This is an optimization exercise on Yosys and OpenROAD, whose aim is small area and a short achievable clock period, not a production implementation. No run shown here included a check of the RTL's function; only the layout flow was run.

==> flow/design.v (outline; a module is shown in full before it is edited, if it fits) <==
// module mas_ripple_carry_adder_4b: 18 lines
// module mas_ripple_carry_adder_8b: 27 lines
// module mas_ripple_carry_adder_16b: 27 lines
// module mas_ripple_carry_adder_32b: 27 lines
// module mas_mul_vedic_2x2: 10 lines
// module mas_mul_vedic_4x4: 46 lines
// module mas_mul_vedic_8x8: 46 lines
// module mas_mul_vedic_16x16: 46 lines
// module mas_mul_vedic_32x32: 1698 lines
// module mas_mul_fa: 4 lines
// module mas_mul_ha: 4 lines
// module mas_mul_hai: 4 lines
module mas_mul_vedic_32x32 (
  input               clk,
  input               rstn,
  input        [31:0] in1,
  input        [31:0] in2,
  output logic [63:0] res
);
  // ...
==> flow/run.sh <==
#!/bin/bash
# synth_recipe.tcl (not shown) runs the flow's synth.tcl, then flattens the netlist and writes it again
# the make line also repeats each setting of config.mk as NAME=value (left out here)
make -C /OpenROAD-flow-scripts/flow DESIGN_CONFIG=/design/flow/config.mk WORK_HOME=/design/flow/orfs CLKGATE_MAP_FILE= SYNTH_SCRIPT=/design/flow/synth_recipe.tcl finish
==> flow/config.mk <==
export PLATFORM = sky130hd
export DESIGN_NAME = mas_mul_vedic_32x32
export DESIGN_NICKNAME = mas_mul_vedic_32x32
export VERILOG_FILES = /design/flow/design.v
export SDC_FILE = /design/flow/constraint.sdc
export NUM_CORES = 4
export LEC_CHECK = 0
export ABC_AREA = 1
export CAP_MARGIN = 20
export CORE_MARGIN = 2
export CORE_UTILIZATION = 40
export SLEW_MARGIN = 20
export SYNTH_HIERARCHICAL = 1
==> flow/constraint.sdc <==
create_clock -name core_clock -period 25.0 [get_ports {clk}]
set_input_delay 5.0000 -clock core_clock [delete_from_list [all_inputs] [get_ports {clk}]]
set_output_delay 5.0000 -clock core_clock [all_outputs]
set_load 0.01 [all_outputs]
==> flow_summary.toml, run 1 <==
[synthesis]
synthArstFlopShare = 0.7500
synth_seq_cells = 128
synthSimpleGateAreaFrac = 0.08608
ys_warn_count = 7

[setup_path]
critPathCaptureType = "flop"
cp.buffers_inverters = 1
reg2reg_slack_ns = 18.25
max_stage_delay_ns = 0.58
required_ns = 25.39

[worst_hold_path]
worstHoldStart = "b[1]"

[finish]
top_regs = "res (64), a (32), b (32)"
final_common_cell = "xor2_1"

[timing]
finalCritPeriodShare = 0.2701
tns_ns = 0
finalSetupViolCount = 0
finalHoldViolCount = 0
holdWs_ns = 0.6767

[placement]
dpl_cell_area_um2 = 29990
gp_congestion = 0.9557

[grt]
grtUsageTotal = 0.2991
grtUsageMet2 = 0.4565
grt_pass1_wl_um = 159400

[die]
rows = 97
start_util = 0.4025

[status]
status = "timing/DRC/antenna clean"

[clock_tree]
post_cts_buffers = 0
htreeDepth = 4
==> run 2: changes to the inputs <==
--- a/flow/design.v
+++ b/flow/design.v
@@ -255,4 +255,5 @@
 logic [31:0] a;
-logic [31:0] b;
 wire  [63:0] p;
+wire  [15:0] eone, etwo, eneg;
+logic [15:0] bone, btwo, bneg;
 always_ff @(posedge clk, negedge rstn) begin
@@ -267,7 +268,57 @@
 always_ff @(posedge clk) begin
-  b <= in2;
+  bone <= eone;
+  btwo <= etwo;
+  bneg <= eneg;
 end
-wire one_0 = b[0] ^ 1'b0;
-wire two_0 = (b[1] & ~b[0] & ~1'b0) | (~b[1] & b[0] & 1'b0);
-wire neg_0 = b[1];
+assign eone[0] = in2[0] ^ 1'b0;
+assign etwo[0] = (in2[1] & ~in2[0] & ~1'b0) | (~in2[1] & in2[0] & 1'b0);
+assign eneg[0] = in2[1];
+assign eone[1] = in2[2] ^ in2[1];
+assign etwo[1] = (in2[3] & ~in2[2] & ~in2[1]) | (~in2[3] & in2[2] & in2[1]);
+assign eneg[1] = in2[3];
+assign eone[2] = in2[4] ^ in2[3];
+assign etwo[2] = (in2[5] & ~in2[4] & ~in2[3]) | (~in2[5] & in2[4] & in2[3]);
+assign eneg[2] = in2[5];
+assign eone[3] = in2[6] ^ in2[5];
+assign etwo[3] = (in2[7] & ~in2[6] & ~in2[5]) | (~in2[7] & in2[6] & in2[5]);
+assign eneg[3] = in2[7];
+assign eone[4] = in2[8] ^ in2[7];
+assign etwo[4] = (in2[9] & ~in2[8] & ~in2[7]) | (~in2[9] & in2[8] & in2[7]);
+assign eneg[4] = in2[9];
+assign eone[5] = in2[10] ^ in2[9];
+assign etwo[5] = (in2[11] & ~in2[10] & ~in2[9]) | (~in2[11] & in2[10] & in2[9]);
+assign eneg[5] = in2[11];
+assign eone[6] = in2[12] ^ in2[11];
+assign etwo[6] = (in2[13] & ~in2[12] & ~in2[11]) | (~in2[13] & in2[12] & in2[11]);
+assign eneg[6] = in2[13];
+assign eone[7] = in2[14] ^ in2[13];
+assign etwo[7] = (in2[15] & ~in2[14] & ~in2[13]) | (~in2[15] & in2[14] & in2[13]);
+assign eneg[7] = in2[15];
+assign eone[8] = in2[16] ^ in2[15];
+assign etwo[8] = (in2[17] & ~in2[16] & ~in2[15]) | (~in2[17] & in2[16] & in2[15]);
+assign eneg[8] = in2[17];
+assign eone[9] = in2[18] ^ in2[17];
+assign etwo[9] = (in2[19] & ~in2[18] & ~in2[17]) | (~in2[19] & in2[18] & in2[17]);
+assign eneg[9] = in2[19];
+assign eone[10] = in2[20] ^ in2[19];
+assign etwo[10] = (in2[21] & ~in2[20] & ~in2[19]) | (~in2[21] & in2[20] & in2[19]);
+assign eneg[10] = in2[21];
+assign eone[11] = in2[22] ^ in2[21];
+assign etwo[11] = (in2[23] & ~in2[22] & ~in2[21]) | (~in2[23] & in2[22] & in2[21]);
+assign eneg[11] = in2[23];
+assign eone[12] = in2[24] ^ in2[23];
+assign etwo[12] = (in2[25] & ~in2[24] & ~in2[23]) | (~in2[25] & in2[24] & in2[23]);
+assign eneg[12] = in2[25];
+assign eone[13] = in2[26] ^ in2[25];
+assign etwo[13] = (in2[27] & ~in2[26] & ~in2[25]) | (~in2[27] & in2[26] & in2[25]);
+assign eneg[13] = in2[27];
+assign eone[14] = in2[28] ^ in2[27];
+assign etwo[14] = (in2[29] & ~in2[28] & ~in2[27]) | (~in2[29] & in2[28] & in2[27]);
+assign eneg[14] = in2[29];
+assign eone[15] = in2[30] ^ in2[29];
+assign etwo[15] = (in2[31] & ~in2[30] & ~in2[29]) | (~in2[31] & in2[30] & in2[29]);
+assign eneg[15] = in2[31];
+wire one_0 = bone[0];
+wire two_0 = btwo[0];
+wire neg_0 = bneg[0];
 wire pp_0_0 = ~(((one_0 & a[0]) | (two_0 & 1'b0)) ^ neg_0);
@@ -306,5 +357,5 @@
 wire nneg_0 = ~neg_0;
-wire one_1 = b[2] ^ b[1];
-wire two_1 = (b[3] & ~b[2] & ~b[1]) | (~b[3] & b[2] & b[1]);
-wire neg_1 = b[3];
+wire one_1 = bone[1];
+wire two_1 = btwo[1];
+wire neg_1 = bneg[1];
 wire pp_1_0 = ~(((one_1 & a[0]) | (two_1 & 1'b0)) ^ neg_1);
@@ -343,5 +394,5 @@
 wire nneg_1 = ~neg_1;
-wire one_2 = b[4] ^ b[3];
-wire two_2 = (b[5] & ~b[4] & ~b[3]) | (~b[5] & b[4] & b[3]);
-wire neg_2 = b[5];
+wire one_2 = bone[2];
+wire two_2 = btwo[2];
+wire neg_2 = bneg[2];
 wire pp_2_0 = ~(((one_2 & a[0]) | (two_2 & 1'b0)) ^ neg_2);
@@ -380,5 +431,5 @@
 wire nneg_2 = ~neg_2;
-wire one_3 = b[6] ^ b[5];
-wire two_3 = (b[7] & ~b[6] & ~b[5]) | (~b[7] & b[6] & b[5]);
-wire neg_3 = b[7];
+wire one_3 = bone[3];
+wire two_3 = btwo[3];
+wire neg_3 = bneg[3];
 wire pp_3_0 = ~(((one_3 & a[0]) | (two_3 & 1'b0)) ^ neg_3);
@@ -417,5 +468,5 @@
 wire nneg_3 = ~neg_3;
-wire one_4 = b[8] ^ b[7];
-wire two_4 = (b[9] & ~b[8] & ~b[7]) | (~b[9] & b[8] & b[7]);
-wire neg_4 = b[9];
+wire one_4 = bone[4];
+wire two_4 = btwo[4];
+wire neg_4 = bneg[4];
 wire pp_4_0 = ~(((one_4 & a[0]) | (two_4 & 1'b0)) ^ neg_4);
@@ -454,5 +505,5 @@
 wire nneg_4 = ~neg_4;
-wire one_5 = b[10] ^ b[9];
-wire two_5 = (b[11] & ~b[10] & ~b[9]) | (~b[11] & b[10] & b[9]);
-wire neg_5 = b[11];
+wire one_5 = bone[5];
+wire two_5 = btwo[5];
+wire neg_5 = bneg[5];
 wire pp_5_0 = ~(((one_5 & a[0]) | (two_5 & 1'b0)) ^ neg_5);
@@ -491,5 +542,5 @@
 wire nneg_5 = ~neg_5;
-wire one_6 = b[12] ^ b[11];
-wire two_6 = (b[13] & ~b[12] & ~b[11]) | (~b[13] & b[12] & b[11]);
-wire neg_6 = b[13];
+wire one_6 = bone[6];
+wire two_6 = btwo[6];
+wire neg_6 = bneg[6];
 wire pp_6_0 = ~(((one_6 & a[0]) | (two_6 & 1'b0)) ^ neg_6);
@@ -528,5 +579,5 @@
 wire nneg_6 = ~neg_6;
-wire one_7 = b[14] ^ b[13];
-wire two_7 = (b[15] & ~b[14] & ~b[13]) | (~b[15] & b[14] & b[13]);
-wire neg_7 = b[15];
+wire one_7 = bone[7];
+wire two_7 = btwo[7];
+wire neg_7 = bneg[7];
 wire pp_7_0 = ~(((one_7 & a[0]) | (two_7 & 1'b0)) ^ neg_7);
@@ -565,5 +616,5 @@
 wire nneg_7 = ~neg_7;
-wire one_8 = b[16] ^ b[15];
-wire two_8 = (b[17] & ~b[16] & ~b[15]) | (~b[17] & b[16] & b[15]);
-wire neg_8 = b[17];
+wire one_8 = bone[8];
+wire two_8 = btwo[8];
+wire neg_8 = bneg[8];
 wire pp_8_0 = ~(((one_8 & a[0]) | (two_8 & 1'b0)) ^ neg_8);
@@ -602,5 +653,5 @@
 wire nneg_8 = ~neg_8;
-wire one_9 = b[18] ^ b[17];
-wire two_9 = (b[19] & ~b[18] & ~b[17]) | (~b[19] & b[18] & b[17]);
-wire neg_9 = b[19];
+wire one_9 = bone[9];
+wire two_9 = btwo[9];
+wire neg_9 = bneg[9];
 wire pp_9_0 = ~(((one_9 & a[0]) | (two_9 & 1'b0)) ^ neg_9);
@@ -639,5 +690,5 @@
 wire nneg_9 = ~neg_9;
-wire one_10 = b[20] ^ b[19];
-wire two_10 = (b[21] & ~b[20] & ~b[19]) | (~b[21] & b[20] & b[19]);
-wire neg_10 = b[21];
+wire one_10 = bone[10];
+wire two_10 = btwo[10];
+wire neg_10 = bneg[10];
 wire pp_10_0 = ~(((one_10 & a[0]) | (two_10 & 1'b0)) ^ neg_10);
@@ -676,5 +727,5 @@
 wire nneg_10 = ~neg_10;
-wire one_11 = b[22] ^ b[21];
-wire two_11 = (b[23] & ~b[22] & ~b[21]) | (~b[23] & b[22] & b[21]);
-wire neg_11 = b[23];
+wire one_11 = bone[11];
+wire two_11 = btwo[11];
+wire neg_11 = bneg[11];
 wire pp_11_0 = ~(((one_11 & a[0]) | (two_11 & 1'b0)) ^ neg_11);
@@ -713,5 +764,5 @@
 wire nneg_11 = ~neg_11;
-wire one_12 = b[24] ^ b[23];
-wire two_12 = (b[25] & ~b[24] & ~b[23]) | (~b[25] & b[24] & b[23]);
-wire neg_12 = b[25];
+wire one_12 = bone[12];
+wire two_12 = btwo[12];
+wire neg_12 = bneg[12];
 wire pp_12_0 = ~(((one_12 & a[0]) | (two_12 & 1'b0)) ^ neg_12);
@@ -750,5 +801,5 @@
 wire nneg_12 = ~neg_12;
-wire one_13 = b[26] ^ b[25];
-wire two_13 = (b[27] & ~b[26] & ~b[25]) | (~b[27] & b[26] & b[25]);
-wire neg_13 = b[27];
+wire one_13 = bone[13];
+wire two_13 = btwo[13];
+wire neg_13 = bneg[13];
 wire pp_13_0 = ~(((one_13 & a[0]) | (two_13 & 1'b0)) ^ neg_13);
@@ -787,5 +838,5 @@
 wire nneg_13 = ~neg_13;
-wire one_14 = b[28] ^ b[27];
-wire two_14 = (b[29] & ~b[28] & ~b[27]) | (~b[29] & b[28] & b[27]);
-wire neg_14 = b[29];
+wire one_14 = bone[14];
+wire two_14 = btwo[14];
+wire neg_14 = bneg[14];
 wire pp_14_0 = ~(((one_14 & a[0]) | (two_14 & 1'b0)) ^ neg_14);
@@ -824,5 +875,5 @@
 wire nneg_14 = ~neg_14;
-wire one_15 = b[30] ^ b[29];
-wire two_15 = (b[31] & ~b[30] & ~b[29]) | (~b[31] & b[30] & b[29]);
-wire neg_15 = b[31];
+wire one_15 = bone[15];
+wire two_15 = btwo[15];
+wire neg_15 = bneg[15];
 wire pp_15_0 = ~(((one_15 & a[0]) | (two_15 & 1'b0)) ^ neg_15);
@@ -861,34 +912,34 @@
 wire nneg_15 = ~neg_15;
-wire pp_16_0 = ~(a[0] & b[31]);
-wire pp_16_1 = ~(a[1] & b[31]);
-wire pp_16_2 = ~(a[2] & b[31]);
-wire pp_16_3 = ~(a[3] & b[31]);
-wire pp_16_4 = ~(a[4] & b[31]);
-wire pp_16_5 = ~(a[5] & b[31]);
-wire pp_16_6 = ~(a[6] & b[31]);
-wire pp_16_7 = ~(a[7] & b[31]);
-wire pp_16_8 = ~(a[8] & b[31]);
-wire pp_16_9 = ~(a[9] & b[31]);
-wire pp_16_10 = ~(a[10] & b[31]);
-wire pp_16_11 = ~(a[11] & b[31]);
-wire pp_16_12 = ~(a[12] & b[31]);
-wire pp_16_13 = ~(a[13] & b[31]);
-wire pp_16_14 = ~(a[14] & b[31]);
-wire pp_16_15 = ~(a[15] & b[31]);
-wire pp_16_16 = ~(a[16] & b[31]);
-wire pp_16_17 = ~(a[17] & b[31]);
-wire pp_16_18 = ~(a[18] & b[31]);
-wire pp_16_19 = ~(a[19] & b[31]);
-wire pp_16_20 = ~(a[20] & b[31]);
-wire pp_16_21 = ~(a[21] & b[31]);
-wire pp_16_22 = ~(a[22] & b[31]);
-wire pp_16_23 = ~(a[23] & b[31]);
-wire pp_16_24 = ~(a[24] & b[31]);
-wire pp_16_25 = ~(a[25] & b[31]);
-wire pp_16_26 = ~(a[26] & b[31]);
-wire pp_16_27 = ~(a[27] & b[31]);
-wire pp_16_28 = ~(a[28] & b[31]);
-wire pp_16_29 = ~(a[29] & b[31]);
-wire pp_16_30 = ~(a[30] & b[31]);
-wire pp_16_31 = ~(a[31] & b[31]);
+wire pp_16_0 = ~(a[0] & bneg[15]);
+wire pp_16_1 = ~(a[1] & bneg[15]);
+wire pp_16_2 = ~(a[2] & bneg[15]);
+wire pp_16_3 = ~(a[3] & bneg[15]);
+wire pp_16_4 = ~(a[4] & bneg[15]);
+wire pp_16_5 = ~(a[5] & bneg[15]);
+wire pp_16_6 = ~(a[6] & bneg[15]);
+wire pp_16_7 = ~(a[7] & bneg[15]);
+wire pp_16_8 = ~(a[8] & bneg[15]);
+wire pp_16_9 = ~(a[9] & bneg[15]);
+wire pp_16_10 = ~(a[10] & bneg[15]);
+wire pp_16_11 = ~(a[11] & bneg[15]);
+wire pp_16_12 = ~(a[12] & bneg[15]);
+wire pp_16_13 = ~(a[13] & bneg[15]);
+wire pp_16_14 = ~(a[14] & bneg[15]);
+wire pp_16_15 = ~(a[15] & bneg[15]);
+wire pp_16_16 = ~(a[16] & bneg[15]);
+wire pp_16_17 = ~(a[17] & bneg[15]);
+wire pp_16_18 = ~(a[18] & bneg[15]);
+wire pp_16_19 = ~(a[19] & bneg[15]);
+wire pp_16_20 = ~(a[20] & bneg[15]);
+wire pp_16_21 = ~(a[21] & bneg[15]);
+wire pp_16_22 = ~(a[22] & bneg[15]);
+wire pp_16_23 = ~(a[23] & bneg[15]);
+wire pp_16_24 = ~(a[24] & bneg[15]);
+wire pp_16_25 = ~(a[25] & bneg[15]);
+wire pp_16_26 = ~(a[26] & bneg[15]);
+wire pp_16_27 = ~(a[27] & bneg[15]);
+wire pp_16_28 = ~(a[28] & bneg[15]);
+wire pp_16_29 = ~(a[29] & bneg[15]);
+wire pp_16_30 = ~(a[30] & bneg[15]);
+wire pp_16_31 = ~(a[31] & bneg[15]);
 wire s1, c2;
@@ -1953,2 +2004,8 @@
 endmodule
+module mas_mul_bsel (input one, input two, input neg, input x1, input x0, output pp);
+assign pp = ((one & x1) | (two & x0)) ^ neg;
+endmodule
+module mas_mul_bseli (input one, input two, input neg, input x1, input x0, output pp);
+assign pp = ~(((one & x1) | (two & x0)) ^ neg);
+endmodule
 module mas_mul_hai (input a, input b, output s, output co);
==> flow/flow/run.sh (new file) <==
#!/bin/bash
# The standard layout, with plain buffers (not delay cells) on the ports.
export BUFFER_PORTS_ARGS="-buffer_cell sky130_fd_sc_hd__buf_2"
bash standard.sh > standard.log 2>&1
==> flow/standard.sh (new file) <==
#!/bin/bash
# synth_recipe.tcl (not shown) runs the flow's synth.tcl, then flattens the netlist and writes it again
# the make line also repeats each setting of config.mk as NAME=value (left out here)
make -C /OpenROAD-flow-scripts/flow DESIGN_CONFIG=/design/flow/config.mk WORK_HOME=/design/flow/orfs CLKGATE_MAP_FILE= SYNTH_SCRIPT=/design/flow/synth_recipe.tcl "${@:-finish}"
--- a/flow/config.mk
+++ b/flow/config.mk
@@ -7,3 +7,2 @@
 export LEC_CHECK = 0
-export ABC_AREA = 1
 export CAP_MARGIN = 20
removed: flow/run.sh
==> run 2 against run 1 <==
First-iteration DRC count rose by 2.0%. Flip-flop and latch count rose by 16. Largest cell class unchanged. Clock skew rose by 0.0029 ns. Critical endpoint is now res[60]. Still clean on timing, DRC and antenna. Highest routed layer is now met4. Register-to-register slack got worse by 0.65 ns. Critical path type unchanged. Core utilization fell by 0.78 points.
==> flow_summary.toml, run 2 <==
[status]
status = "timing/DRC/antenna clean"

[setup_path]
worst_ep_arrival_time_ns = 7.84
crit_path_cell_trace = "inv_2 -> xnor2_1 -> fa_1 -> fa_1 -> fa_1 -> fa_1 -> fa_1 -> ha_1 -> nand4_1 -> a2111oi_2 -> o2111ai_1 -> a211oi_2 -> nor2_1 -> a211oi_2 -> a41oi_2 -> o211ai_1 -> a31oi_1 -> o21ai_2 -> xnor2_1"
slowest_stage = "inv_2"
critPathTopFamily = "adder cells"
crit_start = "bneg[2]"
reg2reg_to = "res[60]"
critPathCaptureType = "flop"
reg2reg_slack_ns = 17.60
max_stage_delay_ns = 0.77
cp_max_fo = 34
crit_path_frequent_cell = "fa_1"
cp.buffers_inverters = 1
startpoint_type = "flop"
reg2reg_from = "bneg[2]"
r2r.worst_path.cells = 19
required_ns = 25.44
critPathKind = "reg2reg"

[timing]
finalSetupViolCount = 0
tns_ns = 0
fin_skew_ns = 0.02285
finalHoldViolCount = 0
setup_slack_ns = 17.60
slew_viol_final = 0
finalCritPeriodShare = 0.2960
max_freq_ghz = 0.1351
tightest_slew_ns = 1.096
fin_crit_ns = 7.400
max_slew_margin = 0.2696
rsz0062_at_grt = "no"
holdWs_ns = 0.8617

[drt]
num_vias = 22640
highest_layer = "met4"
met1Wirelength_um = 36820
route.met3.wl_um = 9803
drc_errors = 0
avgRoutedWirePerCell_um = 26.79
viasPerCell = 6.171
wl_um = 98310
ant_nets = 0
dr_wl_met2_um = 45650
dr.pass1.iters = 6
drtIter0Drc = 2909

[clock_tree]
cts_made_buffers = 17
cts-root-buf = "clkbuf_16"
cts_tree = "done"
clk_pin_slew_worst_paths_ns = 0.09
cts-hold-fix-buffers = 0
htreeDepth = 4
cts.sinks = 144
cts_max_path_buffers = 2
ctsResizeCount = 0
post_cts_buffers = 0
clk_latency_ns = 0.52

[worst_hold_path]
worstHoldStart = "bone[0]"
holdCritPathClass = "reg2reg"
min_path_cells = 2
min_to = "res[0]"

[grt]
grt_pass1_wl_um = 148300
grtUsageTotal = 0.2786
grt_pass1_vias = 24260
antenna_found_initial = 1
overflow = 0
grt_max_degree = 51

[synthesis]
synthTopCellsByCount = "xnor2_1 (532), a22oi_1 (498), fa_1 (469), clkbuf_1 (248), inv_1 (188)"
synth_top_area_frac = 0.3386
synth_seq_cells = 144
synth_edf_count = 0
ys_top_cells_by_area = "fa_1 (34%), xnor2_1 (17%), a22oi_1 (13%)"
ys_seq_area_frac = 0.1213
synth_largest_area_cell = "fa_1"
synthArstFlopShare = 0.6667
syn_area_um2 = 27730
syn_inst = 2801
synth_nets = 3450
syn_avg_cell_area_um2 = 9.899
ys_warn_count = 7
yosysMostFrequentCell = "xnor2_1"
ys_types = 56
synth_ff_type = "dfrtp_1"

[placement]
gp_congestion = 1.002
port_buffers = 129
dp_hpwl_um = 64180
dp_slack_ns = 17.77

[finish]
largest_register = "res"
final_common_cell = "xnor2_1"
layout.nets = 3374
drive_above_1_share = 0.1052
syn2layout_area_growth_pct = 6.714
largest_reg_flops = 64
top_regs = "res (64), a (32)"
n_antenna_cell = 0
final_cell_mix = "xnor2_1 (532), a22oi_1 (498), fa_1 (469)"
fillCellCount = 6583

[die]
start_util = 0.4043
die_w_um = 267.3
dieArea_um2 = 71440
io_pins = 130
dieHeight_um = 267.3
design.core.area_um2 = 68590
rows = 96

[run]
cap_violations = 0
run 2: changes by cell type after synthesis, sizes merged, moves of 15 or more:
| cell | previous run | this run |
|---|---|---|
| a21oi | 134 | 85 |
| dfxtp | 32 | 48 |
| nor2 | 196 | 35 |
| buf | 130 | 52 |
| o22ai | 495 | 0 |
| clkbuf | 130 | 248 |
| inv | 385 | 203 |
| xnor2 | 33 | 532 |
| nand3 | 45 | 14 |
| nand2 | 316 | 112 |
| a21o | 12 | 27 |
| xor2 | 521 | 73 |
| nand2b | 0 | 22 |
| a22oi | 0 | 498 |
run 2: cell type report:
cell class                      count  area (µm²)  area share
Tap cell                          931        1165     0.03937
Timing Repair Buffer              205        1219     0.04119
Clock buffer                       17       425.4     0.01438
Multi-Input combinational cell   2154       22470      0.7594
Inverter                          203       762.0     0.02575
Sequential cell                   144        3383      0.1143
Clock inverter                     15       165.2    0.005582
run 2: per-layer routing:
layer / track usage / vias up
met2: 0.4423 / 1524
met4: 0.1620 / 0
met3: 0.06261 / 354
li1: - / 9238
met1: 0.3487 / 11530
met5: 0 / -
run 2: per-module statistics from Yosys, one instance, submodules excluded:
| module | flip-flops and latches | copies in the design | area [µm²] | cells |
|---|---|---|---|---|
| mas_mul_vedic_32x32 | 144 | 1 | 17070 | 2116 |
| mas_mul_ha | 0 | 11 | 12.51 | 1 |
| mas_mul_hai | 0 | 41 | 27.53 | 5 |
| mas_mul_fa | 0 | 469 | 20.02 | 1 |
run 2: worst max-delay path by stage:
stage | to | slack, ns | depth (start not counted)
6_report | res[60] | 17.60 | 19
5_1_grt | res[59] | 17.37 | 18
4_1_cts | res[59] | 17.71 | 18
3_5_place_dp | res[59] | 17.77 | 18
3_3_place_gp | res[59] | 17.79 | 18
2_1_floorplan | res[60] | 18.79 | 22
run 2: worst min-delay path, cell delays in order, from the launching register on:
cell and delay, ns:
dfxtp_1 0.30, buf_4 0.27, and2_1 0.24
run 2: logic make-up after synthesis:
| logic type | share of synthesized area |
|---|---|
| AND/OR/NAND/NOR | 0.04079 |
| XOR/XNOR | 0.1911 |
| adder cells (fa/ha/maj) | 0.3901 |
| buffers and inverters | 0.06832 |
| flip-flops | 0.1213 |
| AO/OA/AOI/OAI | 0.1884 |
run 2: stage by stage:
| stage | instances | area, µm² | utilization |
|---|---|---|---|
| floorplan | 2801 | 27730 | - |
| global placement | 3637 | 29000 | 0.4228 |
| detailed placement | 3637 | 29000 | 0.4228 |
| CTS | 3669 | 29590 | 0.4314 |
| global route | 3669 | 29590 | 0.4314 |
| finish | 3669 | 29590 | 0.4314 |
==> run 3: changes to the inputs <==
==> flow/run.sh (new file) <==
#!/bin/bash
# synth_recipe.tcl (not shown) runs the flow's synth.tcl, then flattens the netlist and writes it again
# the make line also repeats each setting of config.mk as NAME=value (left out here)
make -C /OpenROAD-flow-scripts/flow DESIGN_CONFIG=/design/flow/config.mk WORK_HOME=/design/flow/orfs CLKGATE_MAP_FILE= SYNTH_SCRIPT=/design/flow/synth_recipe.tcl finish
removed: flow/flow/run.sh
removed: flow/standard.sh
==> run 3 against run 2 <==
Still clean. Core utilization is 1.0 points higher. Critical path depth is 1 lower. Cell count is 0.11% higher. Synthesized cell count stayed put. Die area stayed put. Global-route usage hardly changed. Critical path type unchanged.
==> flow_summary.toml, run 3 <==
[run]
cap_violations = 0

[finish]
largest_reg_flops = 64
final_core_util = 0.4414
syn2layout_area_growth_pct = 9.192
final_common_cell = "xnor2_1"
final_cell_mix = "xnor2_1 (532), a22oi_1 (498), fa_1 (469)"
top_regs = "res (64), a (32)"
largest_register = "res"
postLayoutCellArea_um2 = 30280
drive_above_1_share = 0.05947
layout.nets = 3377

[worst_hold_path]
holdCritPathClass = "reg2reg"

[drt]
ant_nets = 0
dr.pass1.iters = 7
viasPerCell = 6.151
wl_um = 97760
num_vias = 22590
drc_errors = 0
drtIter0Drc = 2756
avgRoutedWirePerCell_um = 26.61

[timing]
finalSetupViolCount = 0
finalCritPeriodShare = 0.3032
fin_crit_ns = 7.579
finalHoldViolCount = 0
slew_viol_final = 0
max_freq_ghz = 0.1319
max_slew_margin = 0.2979
holdWs_ns = 0.8719
fin_skew_ns = 0.02338
tns_ns = 0
tightest_slew_ns = 1.052
rsz0062_at_grt = "no"

[setup_path]
cp_max_fo = 33
critPathKind = "reg2reg"
r2r.worst_path.cells = 18
reg2reg_to = "res[59]"
worst_ep_arrival_time_ns = 7.96
crit_end = "res[59]"
reg2reg_slack_ns = 17.42
critPathCaptureType = "flop"
startpoint_type = "flop"
required_ns = 25.38
crit_start = "a[28]"
reg2reg_from = "a[28]"

[clock_tree]
cts-root-buf = "clkbuf_16"
cts_tree = "done"
cts_max_path_buffers = 2
post_cts_buffers = 0
clk_latency_ns = 0.51
htreeDepth = 4
cts.sinks = 144
ctsResizeCount = 0
cts_made_buffers = 17
cts-hold-fix-buffers = 0
clk_pin_slew_worst_paths_ns = 0.08

[synthesis]
synth-xor-area-share = 0.1911
synth.area.mux_share = 0
ys_seq_area_frac = 0.1213
synth_ff_type = "dfrtp_1"
ys_warn_count = 7
synth_top_family_by_area = "adder cells"
synthTopCellsByCount = "xnor2_1 (532), a22oi_1 (498), fa_1 (469), clkbuf_1 (248), inv_1 (188)"
synth-compound-area-share = 0.1884
synthArstFlopShare = 0.6667
synth_largest_area_cell = "fa_1"
synth_top_area_frac = 0.3386
synth_nets = 3450
synth_seq_cells = 144
yosys.area_share.adder = 0.3901
synth_edf_count = 0
ys_top_cells_by_area = "fa_1 (34%), xnor2_1 (17%), a22oi_1 (13%)"
syn_avg_cell_area_um2 = 9.899
yosysMostFrequentCell = "xnor2_1"
ys_types = 56
syn_area_um2 = 27730
synthSimpleGateAreaFrac = 0.04079
syn_inst = 2801

[die]
die_w_um = 267.3
dieArea_um2 = 71440
io_pins = 130
dieHeight_um = 267.3
rows = 96
start_util = 0.4043
design.core.area_um2 = 68590

[grt]
grt_max_degree = 51
overflow = 0
antenna_found_initial = 1
grt_pass1_wl_um = 148400
grtUsageTotal = 0.2781
grt_pass1_vias = 23810

[status]
status = "timing/DRC/antenna clean"

[placement]
dpl_cell_area_um2 = 29660
gp_congestion = 1.033
dp_hpwl_um = 64270
port_buffers = 129
==> run 3: per-module statistics from Yosys (local to each module, per instance) <==
module	times used	flops+latches	cells inside
mas_mul_hai	41	0	5
mas_mul_ha	11	0	1
mas_mul_fa	469	0	1
mas_mul_vedic_32x32	1	144	2116
==> run 3: layout make-up <==
cell class                      instances  area (µm²)
Inverter                              203       762.0
Tap cell                              931        1165
Clock buffer                           17       425.4
Multi-Input combinational cell       2154       22470
Timing Repair Buffer                  208        1882
Fill cell                            6577       38310
Clock inverter                         15       186.4
Antenna cell                            1       2.502
Sequential cell                       144        3383
==> run 3: how the worst min path moves through the flow <==
stage | start | endpoint | slack [ns] | cells past startpoint
5_1_grt | bone[0] | res[0] | 0.87 | 2
4_1_cts | bone[0] | res[0] | 0.85 | 2
3_3_place_gp | bone[0] | res[0] | 0.83 | 2
3_5_place_dp | bone[0] | res[0] | 0.84 | 2
2_1_floorplan | bone[0] | res[0] | 0.59 | 2
6_report | bone[0] | res[0] | 0.87 | 2
==> run 3: worst max-delay path, cell delays in order, from the launching register on <==
cell,delay (ns)
dfrtp_2,0.99
a22oi_1,0.24
xnor2_1,0.21
fa_1,0.61
fa_1,0.46
fa_1,0.54
fa_1,0.42
fa_1,0.51
fa_1,0.41
ha_1,0.43
nand2_1,0.09
nor4_1,0.59
nand2_1,0.16
o311ai_2,0.68
o31ai_2,0.20
o211a_1,0.31
o21ai_1,0.25
a21oi_1,0.15
xor2_1,0.17
==> run 3: metrics by stage <==
stage                     setup slack, ns  std cells
final                               17.42       3673
after global routing                17.10       3672
after CTS                           17.48       3672
after detailed placement            17.52       3640
after global placement              17.54       3640
after floorplan                     18.79       2801
==> run 3: cells by family (layout without fill, tap and decap cells) <==
kind of cell | count (synthesis) | after routing
DFF | 144 | 144
AOI/OAI and AO/OA | 726 | 726
other | 0 | 1
xor gates and xnor gates | 605 | 605
and+or+nand+nor | 240 | 240
buffers and inverters | 503 | 443
adders and majority gates | 583 | 583
==> run 3: layer usage <==
| layer | global-route usage | share of wire |
|---|---|---|
| met2 | 0.4362 | 0.46 |
| met4 | 0.1575 | 0.059 |
| met3 | 0.06032 | 0.10 |
| met1 | 0.3557 | 0.38 |
| met5 | 0 | 0 |

-- port drivers added, routing unchanged --
No port has a modelled driver above. Below, the same layouts with a new extraction and two added sets of constraints.
Step 1 assumes that a clkbuf_16 drives the clock port and a buf_2 every other input.
Step 2 moves the port delays by t, midway between the first and last clock arrival at a register: inputs arrive t later, outputs are due t later. That takes back most of the time a late clock gives input paths.
Slacks: ideal / step 1 / step 2; pairs: ideal / step 1.
| run | shift t [ns] | setup slack, ns | worst setup path after step 2 | latest minus earliest clock arrival (ns) |
|---|---|---|---|---|
| run 1 | 0.559 | 18.248 / 18.248 / 18.248 | register to register | 0.020 / 0.021 |
| run 2 | 0.574 | 17.600 / 17.600 / 17.600 | register to register | 0.024 / 0.024 |
| run 3 | 0.565 | 17.421 / 17.421 / 17.421 | register to register | 0.024 / 0.024 |
After both steps setup and hold are still met in every run listed.
